Background: an optimization exercise with open tools, aiming at small area. Do not read the settings as production practice. The RTL was checked by simulation tests, not by an equivalence proof against the original design. Power figures rest on the tool's default switching activity, not on a simulated workload. The clock port is modelled as an ideal driver; clocking choices that lean on that would not hold on a real chip.

==> job 1530: inputs <==
==> flow/design.v (excerpt) <==
module Multiplierless_Correlator #(parameter FBIT = 7) (
	input clk, rst,
	input ena,
	input [15:0] CR_in,
	output reg [4+FBIT:0] CR_out
);
export LEC_CHECK = 0
export CAP_MARGIN = 0
export CORE_MARGIN = 2
export CORE_UTILIZATION = 60
export CTS_BUF_LIST = sky130_fd_sc_hd__clkbuf_16
export CTS_CLUSTER_DIAMETER = 110
export CTS_CLUSTER_SIZE = 30
export SLEW_MARGIN = 0
export SYNTH_HIERARCHICAL = 1
create_clock -name core_clock -period 10.0 [get_ports {clk}]
standard.sh (not shown) runs the stock make flow with config.mk's settings and CLKGATE_MAP_FILE= SYNTH_SCRIPT=/design/flow/synth_recipe.tcl, a recipe that flattens the netlist after the stock synthesis.
==> flow/flow/run.sh <==
#!/bin/bash
# The standard layout (standard.sh), with the smallest buffer on the ports and
# clock tree settings: clkbuf_16 leaves, clkbuf_8 root and tree buffers, no dummy loads.
set -euo pipefail
bash standard.sh "BUFFER_PORTS_ARGS=-buffer_cell sky130_fd_sc_hd__buf_1" \
  "CTS_ARGS=-sink_clustering_enable -repair_clock_nets -sink_clustering_size 30 -sink_clustering_max_diameter 110 -buf_list sky130_fd_sc_hd__clkbuf_16 -root_buf sky130_fd_sc_hd__clkbuf_8 -tree_buf sky130_fd_sc_hd__clkbuf_8 -dont_use_dummy_load" \
  finish > standard_flow.log 2>&1
==> inputs of job 1392, as changes to job 1530 <==
--- a/flow/design.v
+++ b/flow/design.v
@@ -1003,44 +1003,29 @@
 ML_fa u_fa368 (.a(s366), .b(c352), .c(s367), .s(s368), .co(c368));
 ML_fa u_fa369 (.a(c353), .b(s368), .c(c354), .s(s369), .co(c369));
 ML_fa u_fa370 (.a(c356), .b(c357), .c(c358), .s(s370), .co(c370));
 ML_fa u_fa371 (.a(c359), .b(c360), .c(c361), .s(s371), .co(c371));
 ML_fa u_fa372 (.a(s370), .b(c362), .c(c363), .s(s372), .co(c372));
 ML_fa u_fa373 (.a(c364), .b(s371), .c(c365), .s(s373), .co(c373));
 ML_fa u_fa374 (.a(c366), .b(s372), .c(c367), .s(s374), .co(c374));
 ML_fa u_fa375 (.a(s373), .b(c368), .c(s374), .s(s375), .co(c375));
-assign s376 = c370 ^ c371 ^ c372;
-assign s377 = c373 ^ s376 ^ c374;
+ML_fa u_fa376 (.a(c370), .b(c371), .c(c372), .s(s376), .co(c376));
+ML_fa u_fa377 (.a(c373), .b(s376), .c(c374), .s(s377), .co(c377));
 wire [11:0] r0 = {c375, c369, c355, s355, c279, c233, s233, c142, s142, s98, s57, s21};
 wire [11:0] r1 = {s377, s375, s369, 1'b0, s325, s279, 1'b0, s187, 1'b0, 1'b0, 1'b0, s22};
+wire [12:0] rc;
 wire [11:0] y;
-assign y[0] = s21 ^ s22;
-wire yc0 = s21 & s22;
-assign y[1] = s57 ^ yc0;
-wire yc1 = s57 & yc0;
-assign y[2] = s98 ^ yc1;
-wire yc2 = s98 & yc1;
-assign y[3] = s142 ^ yc2;
-wire yc3 = s142 & yc2;
-wire yc4;
-ML_fa u_yfa4 (.a(c142), .b(s187), .c(yc3), .s(y[4]), .co(yc4));
-assign y[5] = s233 ^ yc4;
-wire yc5 = s233 & yc4;
-wire yc6;
-ML_fa u_yfa6 (.a(c233), .b(s279), .c(yc5), .s(y[6]), .co(yc6));
-wire yc7;
-ML_fa u_yfa7 (.a(c279), .b(s325), .c(yc6), .s(y[7]), .co(yc7));
-assign y[8] = s355 ^ yc7;
-wire yc8 = s355 & yc7;
-wire yc9;
-ML_fa u_yfa9 (.a(c355), .b(s369), .c(yc8), .s(y[9]), .co(yc9));
-wire yc10;
-ML_fa u_yfa10 (.a(c369), .b(s375), .c(yc9), .s(y[10]), .co(yc10));
-assign y[11] = c375 ^ s377 ^ yc10;
+assign rc[0] = 1'b0;
+assign y[0] = r0[0] ^ r1[0];
+assign rc[1] = r0[0] & r1[0];
+genvar gi;
+generate for (gi = 1; gi < 12; gi = gi + 1) begin: rca
+	ML_fa u_fa (.a(r0[gi]), .b(r1[gi]), .c(rc[gi]), .s(y[gi]), .co(rc[gi+1]));
+end endgenerate
 always @(posedge clk) begin
 	CR_out <= CR_out_d;
 end
 wire [7:0] x1_d;
 ML_hold #(.W(8)) u_x1_hold (.ld(ld), .hd(hd), .a(iCR_in), .q(x1), .d(x1_d));
 wire [7:0] x2_d;
 ML_hold #(.W(8)) u_x2_hold (.ld(ld), .hd(hd), .a(x1), .q(x2), .d(x2_d));
 wire [7:0] x3_d;
==> flow/run.sh (new file) <==
#!/bin/bash
# synth_recipe.tcl (not shown) runs the flow's synth.tcl, then flattens the netlist and writes it again
# the make line also repeats each setting of config.mk as NAME=value (left out here)
make -C /OpenROAD-flow-scripts/flow DESIGN_CONFIG=/design/flow/config.mk WORK_HOME=/design/flow/orfs CLKGATE_MAP_FILE= SYNTH_SCRIPT=/design/flow/synth_recipe.tcl finish
==> flow/config.mk (replaced) <==
export PLATFORM = sky130hd
export DESIGN_NAME = Multiplierless_Correlator
export DESIGN_NICKNAME = Multiplierless_Correlator
export VERILOG_FILES = /design/flow/design.v
export SDC_FILE = /design/flow/constraint.sdc
export NUM_CORES = 4
export LEC_CHECK = 0
export CAP_MARGIN = 20
export CORE_MARGIN = 2
export CORE_UTILIZATION = 40
export CTS_BUF_LIST = sky130_fd_sc_hd__clkbuf_16
export CTS_CLUSTER_DIAMETER = 100
export CTS_CLUSTER_SIZE = 28
export SLEW_MARGIN = 20
export SYNTH_HIERARCHICAL = 1
removed: flow/flow/run.sh
removed: flow/standard.sh
==> run notes <==
- Clock Latency Late Sink: 0.74 ns
- Multi-In Gates: 1,492
- Status: no timing/DRC/antenna violations
- # fillers: 5,527
- DR WL met2: 32,800 um
- Post-synthesis xor/xnor area fraction: 0.148%
(the above is from job 1530)
==> run notes <==
- Status: no timing/DRC/antenna violations
- # fillers: 9,452
- Post-synthesis xor/xnor area fraction: 0%
- DR WL met2: 33,800 um
- Clock Latency Late Sink: 0.64 ns
- Multi-In Gates: 1,496
(the above is from job 1392)

==> build 1 <==
Multiplierless_Correlator, a different RTL version from the one above (not shown whole).
export LEC_CHECK = 0
export CAP_MARGIN = 20
export CORE_MARGIN = 2
export CORE_UTILIZATION = 40
export CTS_BUF_LIST = sky130_fd_sc_hd__clkbuf_16
export CTS_CLUSTER_DIAMETER = 100
export CTS_CLUSTER_SIZE = 25
export SLEW_MARGIN = 20
export SYNTH_HIERARCHICAL = 1
create_clock -name core_clock -period 10.0 [get_ports {clk}]
run.sh (not shown) runs the stock make flow with config.mk's settings and CLKGATE_MAP_FILE= SYNTH_SCRIPT=/design/flow/synth_recipe.tcl, a recipe that flattens the netlist after the stock synthesis.
Stock flow here: none of the scripts above is used.
==> inputs of trial 29, as changes to build 1 <==
CTS_BUF_LIST = sky130_fd_sc_hd__clkbuf_4   (was sky130_fd_sc_hd__clkbuf_16)
CTS_CLUSTER_DIAMETER = default   (was 100)
CTS_CLUSTER_SIZE = 20   (was 25)
==> inputs of build 24, as changes to build 1 <==
CTS_BUF_LIST = default   (was sky130_fd_sc_hd__clkbuf_16)
CTS_CLUSTER_DIAMETER = default   (was 100)
CTS_CLUSTER_SIZE = default   (was 25)
==> comparison <==
Area after synthesis is the same in build 24 and trial 29.
Trial 29 passed the timing, DRC and antenna checks. Build 1 went through all stages and came out clean. Build 24 produced a clean layout.
Core utilization: build 24 > trial 29 > build 1.
In trial 29 the worst setup slack is higher than in build 1, by 58 ps.
Of build 24 and build 1, build 24 has the higher design area (gap 5.7%, measured against build 1).
In non-clock buffer count, build 24 and build 1 do not differ.
Against build 24, the global-route usage of trial 29 is higher by 0.48 points.
Register-to-register slack is about the same in build 24 and build 1.
==> figures <==
Result of the run: build 1 no timing/DRC/antenna violations; trial 29 no timing/DRC/antenna violations; build 24 no timing/DRC/antenna violations
Buffer depth of the longest clock path: build 1 3; trial 29 4; build 24 3
Register-to-register setup slack: build 1 1610 ps; trial 29 1670 ps; build 24 1620 ps
WL/cell: build 1 17.8 um; trial 29 16.9 um; build 24 17.6 um
Clock Power Share: build 1 0.328; trial 29 0.443; build 24 0.475
Final non-filler cell total: build 1 4,100; trial 29 4,518; build 24 4,245
Count of H-tree levels built during CTS: build 1 2; trial 29 5; build 24 3
Via count of the first global-routing pass: build 1 22,600; trial 29 25,000; build 24 23,300
Total power after layout: build 1 6.87 mW; trial 29 8.28 mW; build 24 8.81 mW
Met3 routed WL: build 1 2750 um; trial 29 3690 um; build 24 3390 um
Layout buffering overhead excluding clock cells: build 1 0.0108; trial 29 0.0103; build 24 0.0103
Design area: build 1 43,400 sq um; trial 29 45,500 sq um; build 24 45,900 sq um
Capture endpoint of the worst hold path: build 1 x25[6]; trial 29 f19[0]; build 24 f3[2]
Final core utilization: build 1 0.427; trial 29 0.448; build 24 0.451
Total vias in the final route: build 1 22,200; trial 29 23,700; build 24 22,700

==> 01-27 <==
RTL: one of the versions met above, not the one the previous note started from.
export LEC_CHECK = 0
export CAP_MARGIN = 20
export CORE_MARGIN = 2
export CORE_UTILIZATION = 60
export CTS_BUF_LIST = sky130_fd_sc_hd__clkbuf_16
export CTS_CLUSTER_DIAMETER = 100
export CTS_CLUSTER_SIZE = 28
export SLEW_MARGIN = 20
export SYNTH_HIERARCHICAL = 1
create_clock -name core_clock -period 10.0 [get_ports {clk}]
==> 04-12 (differences from 01-27) <==
--- a/flow/design.v
+++ b/flow/design.v
@@ -1005,25 +1005,40 @@
 ML_fa u_fa370 (.a(c356), .b(c357), .c(c358), .s(s370), .co(c370));
 ML_fa u_fa371 (.a(c359), .b(c360), .c(c361), .s(s371), .co(c371));
 ML_fa u_fa372 (.a(s370), .b(c362), .c(c363), .s(s372), .co(c372));
 ML_fa u_fa373 (.a(c364), .b(s371), .c(c365), .s(s373), .co(c373));
 ML_fa u_fa374 (.a(c366), .b(s372), .c(c367), .s(s374), .co(c374));
 ML_fa u_fa375 (.a(s373), .b(c368), .c(s374), .s(s375), .co(c375));
-ML_fa u_fa376 (.a(c370), .b(c371), .c(c372), .s(s376), .co(c376));
-ML_fa u_fa377 (.a(c373), .b(s376), .c(c374), .s(s377), .co(c377));
+assign s376 = c370 ^ c371 ^ c372;
+assign s377 = c373 ^ s376 ^ c374;
 wire [11:0] r0 = {c375, c369, c355, s355, c279, c233, s233, c142, s142, s98, s57, s21};
 wire [11:0] r1 = {s377, s375, s369, 1'b0, s325, s279, 1'b0, s187, 1'b0, 1'b0, 1'b0, s22};
-wire [12:0] rc;
 wire [11:0] y;
-assign rc[0] = 1'b0;
-assign y[0] = r0[0] ^ r1[0];
-assign rc[1] = r0[0] & r1[0];
-genvar gi;
-generate for (gi = 1; gi < 12; gi = gi + 1) begin: rca
-	ML_fa u_fa (.a(r0[gi]), .b(r1[gi]), .c(rc[gi]), .s(y[gi]), .co(rc[gi+1]));
-end endgenerate
+assign y[0] = s21 ^ s22;
+wire yc0 = s21 & s22;
+assign y[1] = s57 ^ yc0;
+wire yc1 = s57 & yc0;
+assign y[2] = s98 ^ yc1;
+wire yc2 = s98 & yc1;
+assign y[3] = s142 ^ yc2;
+wire yc3 = s142 & yc2;
+wire yc4;
+ML_fa u_yfa4 (.a(c142), .b(s187), .c(yc3), .s(y[4]), .co(yc4));
+assign y[5] = s233 ^ yc4;
+wire yc5 = s233 & yc4;
+wire yc6;
+ML_fa u_yfa6 (.a(c233), .b(s279), .c(yc5), .s(y[6]), .co(yc6));
+wire yc7;
+ML_fa u_yfa7 (.a(c279), .b(s325), .c(yc6), .s(y[7]), .co(yc7));
+assign y[8] = s355 ^ yc7;
+wire yc8 = s355 & yc7;
+wire yc9;
+ML_fa u_yfa9 (.a(c355), .b(s369), .c(yc8), .s(y[9]), .co(yc9));
+wire yc10;
+ML_fa u_yfa10 (.a(c369), .b(s375), .c(yc9), .s(y[10]), .co(yc10));
+assign y[11] = c375 ^ s377 ^ yc10;
 always @(posedge clk) begin
 	CR_out <= CR_out_d;
 end
 wire [7:0] x1_d;
 ML_hold #(.W(8)) u_x1_hold (.ld(ld), .hd(hd), .a(iCR_in), .q(x1), .d(x1_d));
 wire [7:0] x2_d;
==> flow/flow/run.sh (new file) <==
#!/bin/bash
# The standard layout (standard.sh), with the smallest buffer on the ports and
# clock tree settings: clkbuf_16 leaves, clkbuf_8 root, no dummy loads.
set -euo pipefail
bash standard.sh "BUFFER_PORTS_ARGS=-buffer_cell sky130_fd_sc_hd__buf_1" \
  "CTS_ARGS=-sink_clustering_enable -repair_clock_nets -sink_clustering_size 30 -sink_clustering_max_diameter 110 -buf_list sky130_fd_sc_hd__clkbuf_16 -root_buf sky130_fd_sc_hd__clkbuf_8 -dont_use_dummy_load" \
  finish > standard_flow.log 2>&1
==> flow/standard.sh (new file) <==
#!/bin/bash
# synth_recipe.tcl (not shown) runs the flow's synth.tcl, then flattens the netlist and writes it again
# the make line also repeats each setting of config.mk as NAME=value (left out here)
make -C /OpenROAD-flow-scripts/flow DESIGN_CONFIG=/design/flow/config.mk WORK_HOME=/design/flow/orfs CLKGATE_MAP_FILE= SYNTH_SCRIPT=/design/flow/synth_recipe.tcl "${@:-finish}"
Settings changed: CAP_MARGIN 20 to 0, CTS_CLUSTER_DIAMETER 100 to 110, CTS_CLUSTER_SIZE 28 to 30, SLEW_MARGIN 20 to 0.
removed: flow/run.sh
==> 01-18 (differences from 01-27) <==
--- a/flow/design.v
+++ b/flow/design.v
@@ -1005,25 +1005,40 @@
 ML_fa u_fa370 (.a(c356), .b(c357), .c(c358), .s(s370), .co(c370));
 ML_fa u_fa371 (.a(c359), .b(c360), .c(c361), .s(s371), .co(c371));
 ML_fa u_fa372 (.a(s370), .b(c362), .c(c363), .s(s372), .co(c372));
 ML_fa u_fa373 (.a(c364), .b(s371), .c(c365), .s(s373), .co(c373));
 ML_fa u_fa374 (.a(c366), .b(s372), .c(c367), .s(s374), .co(c374));
 ML_fa u_fa375 (.a(s373), .b(c368), .c(s374), .s(s375), .co(c375));
-ML_fa u_fa376 (.a(c370), .b(c371), .c(c372), .s(s376), .co(c376));
-ML_fa u_fa377 (.a(c373), .b(s376), .c(c374), .s(s377), .co(c377));
+assign s376 = c370 ^ c371 ^ c372;
+assign s377 = c373 ^ s376 ^ c374;
 wire [11:0] r0 = {c375, c369, c355, s355, c279, c233, s233, c142, s142, s98, s57, s21};
 wire [11:0] r1 = {s377, s375, s369, 1'b0, s325, s279, 1'b0, s187, 1'b0, 1'b0, 1'b0, s22};
-wire [12:0] rc;
 wire [11:0] y;
-assign rc[0] = 1'b0;
-assign y[0] = r0[0] ^ r1[0];
-assign rc[1] = r0[0] & r1[0];
-genvar gi;
-generate for (gi = 1; gi < 12; gi = gi + 1) begin: rca
-	ML_fa u_fa (.a(r0[gi]), .b(r1[gi]), .c(rc[gi]), .s(y[gi]), .co(rc[gi+1]));
-end endgenerate
+assign y[0] = s21 ^ s22;
+wire yc0 = s21 & s22;
+assign y[1] = s57 ^ yc0;
+wire yc1 = s57 & yc0;
+assign y[2] = s98 ^ yc1;
+wire yc2 = s98 & yc1;
+assign y[3] = s142 ^ yc2;
+wire yc3 = s142 & yc2;
+wire yc4;
+ML_fa u_yfa4 (.a(c142), .b(s187), .c(yc3), .s(y[4]), .co(yc4));
+assign y[5] = s233 ^ yc4;
+wire yc5 = s233 & yc4;
+wire yc6;
+ML_fa u_yfa6 (.a(c233), .b(s279), .c(yc5), .s(y[6]), .co(yc6));
+wire yc7;
+ML_fa u_yfa7 (.a(c279), .b(s325), .c(yc6), .s(y[7]), .co(yc7));
+assign y[8] = s355 ^ yc7;
+wire yc8 = s355 & yc7;
+wire yc9;
+ML_fa u_yfa9 (.a(c355), .b(s369), .c(yc8), .s(y[9]), .co(yc9));
+wire yc10;
+ML_fa u_yfa10 (.a(c369), .b(s375), .c(yc9), .s(y[10]), .co(yc10));
+assign y[11] = c375 ^ s377 ^ yc10;
 always @(posedge clk) begin
 	CR_out <= CR_out_d;
 end
 wire [7:0] x1_d;
 ML_hold #(.W(8)) u_x1_hold (.ld(ld), .hd(hd), .a(iCR_in), .q(x1), .d(x1_d));
 wire [7:0] x2_d;
==> flow/flow/run.sh (new file) <==
#!/bin/bash
# The standard layout (standard.sh), with the smallest buffer on the ports and
# clock tree settings: clkbuf_16 leaves, clkbuf_8 root, no dummy loads.
set -euo pipefail
bash standard.sh "BUFFER_PORTS_ARGS=-buffer_cell sky130_fd_sc_hd__buf_1" \
  "CTS_ARGS=-sink_clustering_enable -repair_clock_nets -sink_clustering_size 33 -sink_clustering_max_diameter 80 -buf_list sky130_fd_sc_hd__clkbuf_16 -root_buf sky130_fd_sc_hd__clkbuf_8 -dont_use_dummy_load" \
  finish > standard_flow.log 2>&1
==> flow/standard.sh (new file) <==
#!/bin/bash
# synth_recipe.tcl (not shown) runs the flow's synth.tcl, then flattens the netlist and writes it again
# the make line also repeats each setting of config.mk as NAME=value (left out here)
make -C /OpenROAD-flow-scripts/flow DESIGN_CONFIG=/design/flow/config.mk WORK_HOME=/design/flow/orfs CLKGATE_MAP_FILE= SYNTH_SCRIPT=/design/flow/synth_recipe.tcl "${@:-finish}"
Settings changed: CAP_MARGIN 20 to 0, CTS_CLUSTER_DIAMETER 100 to 110, CTS_CLUSTER_SIZE 28 to 30, PLACE_DENSITY set to 0.9, SLEW_MARGIN 20 to 0.
removed: flow/run.sh
==> 11-06 (differences from 01-27) <==
Settings changed: CORE_UTILIZATION 60 to 70, CTS_CLUSTER_DIAMETER 100 to 80, CTS_CLUSTER_SIZE 28 to 32.
==> run notes <==
# TYPE chip_impl_metric gauge
chip_impl_info{name="run_status",value="finished clean"} 1
chip_impl_metric{name="actual_slew_at_the_worst_max_slew_pin",unit="ps"} 1140
chip_impl_metric{name="multi_input_comb_area",unit="um2"} 17500
chip_impl_metric{name="yosys.cell_types.count",unit=""} 10
chip_impl_metric{name="synth_compound_gate_area_share",unit=""} 0.225
chip_impl_metric{name="dpl_cell_area",unit="um2"} 41000
chip_impl_metric{name="final_instance_area",unit="um2"} 42000
[end of results for 04-12]
==> run notes <==
# TYPE chip_impl_metric gauge
chip_impl_metric{name="multi_input_comb_area",unit="um2"} 17600
chip_impl_metric{name="synth_compound_gate_area_share",unit=""} 0.225
chip_impl_info{name="run_status",value="finished clean"} 1
chip_impl_metric{name="actual_slew_at_the_worst_max_slew_pin",unit="ps"} 1070
chip_impl_metric{name="yosys.cell_types.count",unit=""} 9
[end of results for 01-27]
==> run notes <==
# TYPE chip_impl_metric gauge
chip_impl_metric{name="synth_compound_gate_area_share",unit=""} 0.225
chip_impl_metric{name="grt_overflow",unit=""} 0
chip_impl_info{name="combinational_family_with_the_most_area_after_synthesis",value="compound AO/OA/AOI/OAI gates"} 1
chip_impl_metric{name="clkCellAreaFrac",unit=""} 0.0315
chip_impl_metric{name="dpl_cell_area",unit="um2"} 40900
chip_impl_info{name="run_status",value="finished clean"} 1
chip_impl_metric{name="yosys.cell_types.count",unit=""} 9
chip_impl_metric{name="final_instance_area",unit="um2"} 42300
[end of results for 11-06]
==> run notes <==
# TYPE chip_impl_metric gauge
chip_impl_metric{name="final_instance_area",unit="um2"} 41900
chip_impl_info{name="regToRegStartpoint",value="f9[1]"} 1
chip_impl_info{name="run_status",value="finished clean"} 1
chip_impl_metric{name="coreArea",unit="um2"} 70000
chip_impl_metric{name="antenna_found_initial",unit=""} 1
chip_impl_metric{name="actual_slew_at_the_worst_max_slew_pin",unit="ps"} 1310
chip_impl_metric{name="fillerInstances",unit=""} 4965
chip_impl_metric{name="synth_compound_gate_area_share",unit=""} 0.225
chip_impl_metric{name="dpl_cell_area",unit="um2"} 40900
[end of results for 01-18]

## re-timing with driven ports
No port has a modelled driver above. Below, the same layouts with a new extraction and two added sets of constraints.
Step 1 (the two cells are an assumption about what drives the block):
set clk [get_ports {clk}]
set_driving_cell -lib_cell sky130_fd_sc_hd__clkbuf_16 $clk
set_driving_cell -lib_cell sky130_fd_sc_hd__buf_2 [delete_from_list [all_inputs] $clk]
Step 2 adds t to the input delays and takes it off the output delays; t is the mean of the earliest and latest rising clock arrival at the registers after step 1. Input paths then give back, and output paths get back, about the clock's delay inside the block.
a / b / c = ideal / step 1 / step 2; a / b = the first two.
| run | shift t [ns] | setup slack, ns | hold slack, ns | worst setup path after step 2 | latest minus earliest clock arrival (ns) |
|---|---|---|---|---|---|
| job 1530 | 0.762 | 1.988 / 1.988 / 1.988 | 0.442 / 0.442 / 0.442 | register to register | 0.080 / 0.080 |
| job 1392 | 0.679 | 1.504 / 1.504 / 1.504 | 0.462 / 0.462 / 0.462 | register to register | 0.059 / 0.059 |
| build 1 | 0.698 | 1.609 / 1.609 / 1.609 | 0.471 / 0.471 / 0.471 | register to register | 0.032 / 0.032 |
| trial 29 | 1.121 | 1.667 / 1.667 / 1.667 | 0.383 / 0.383 / 0.383 | register to register | 0.108 / 0.108 |
| build 24 | 0.737 | 1.624 / 1.624 / 1.624 | 0.418 / 0.418 / 0.418 | register to register | 0.066 / 0.066 |
| 01-27 | 0.679 | 1.520 / 1.520 / 1.520 | 0.480 / 0.480 / 0.480 | register to register | 0.024 / 0.024 |
| 04-12 | 0.762 | 1.988 / 1.988 / 1.988 | 0.442 / 0.442 / 0.442 | register to register | 0.080 / 0.080 |
| 01-18 | 0.736 | 1.853 / 1.853 / 1.853 | 0.309 / 0.309 / 0.309 | register to register | 0.216 / 0.216 |
| 11-06 | 0.673 | 1.489 / 1.489 / 1.489 | 0.480 / 0.480 / 0.480 | register to register | 0.026 / 0.027 |
After both steps setup and hold are still met in every run listed.
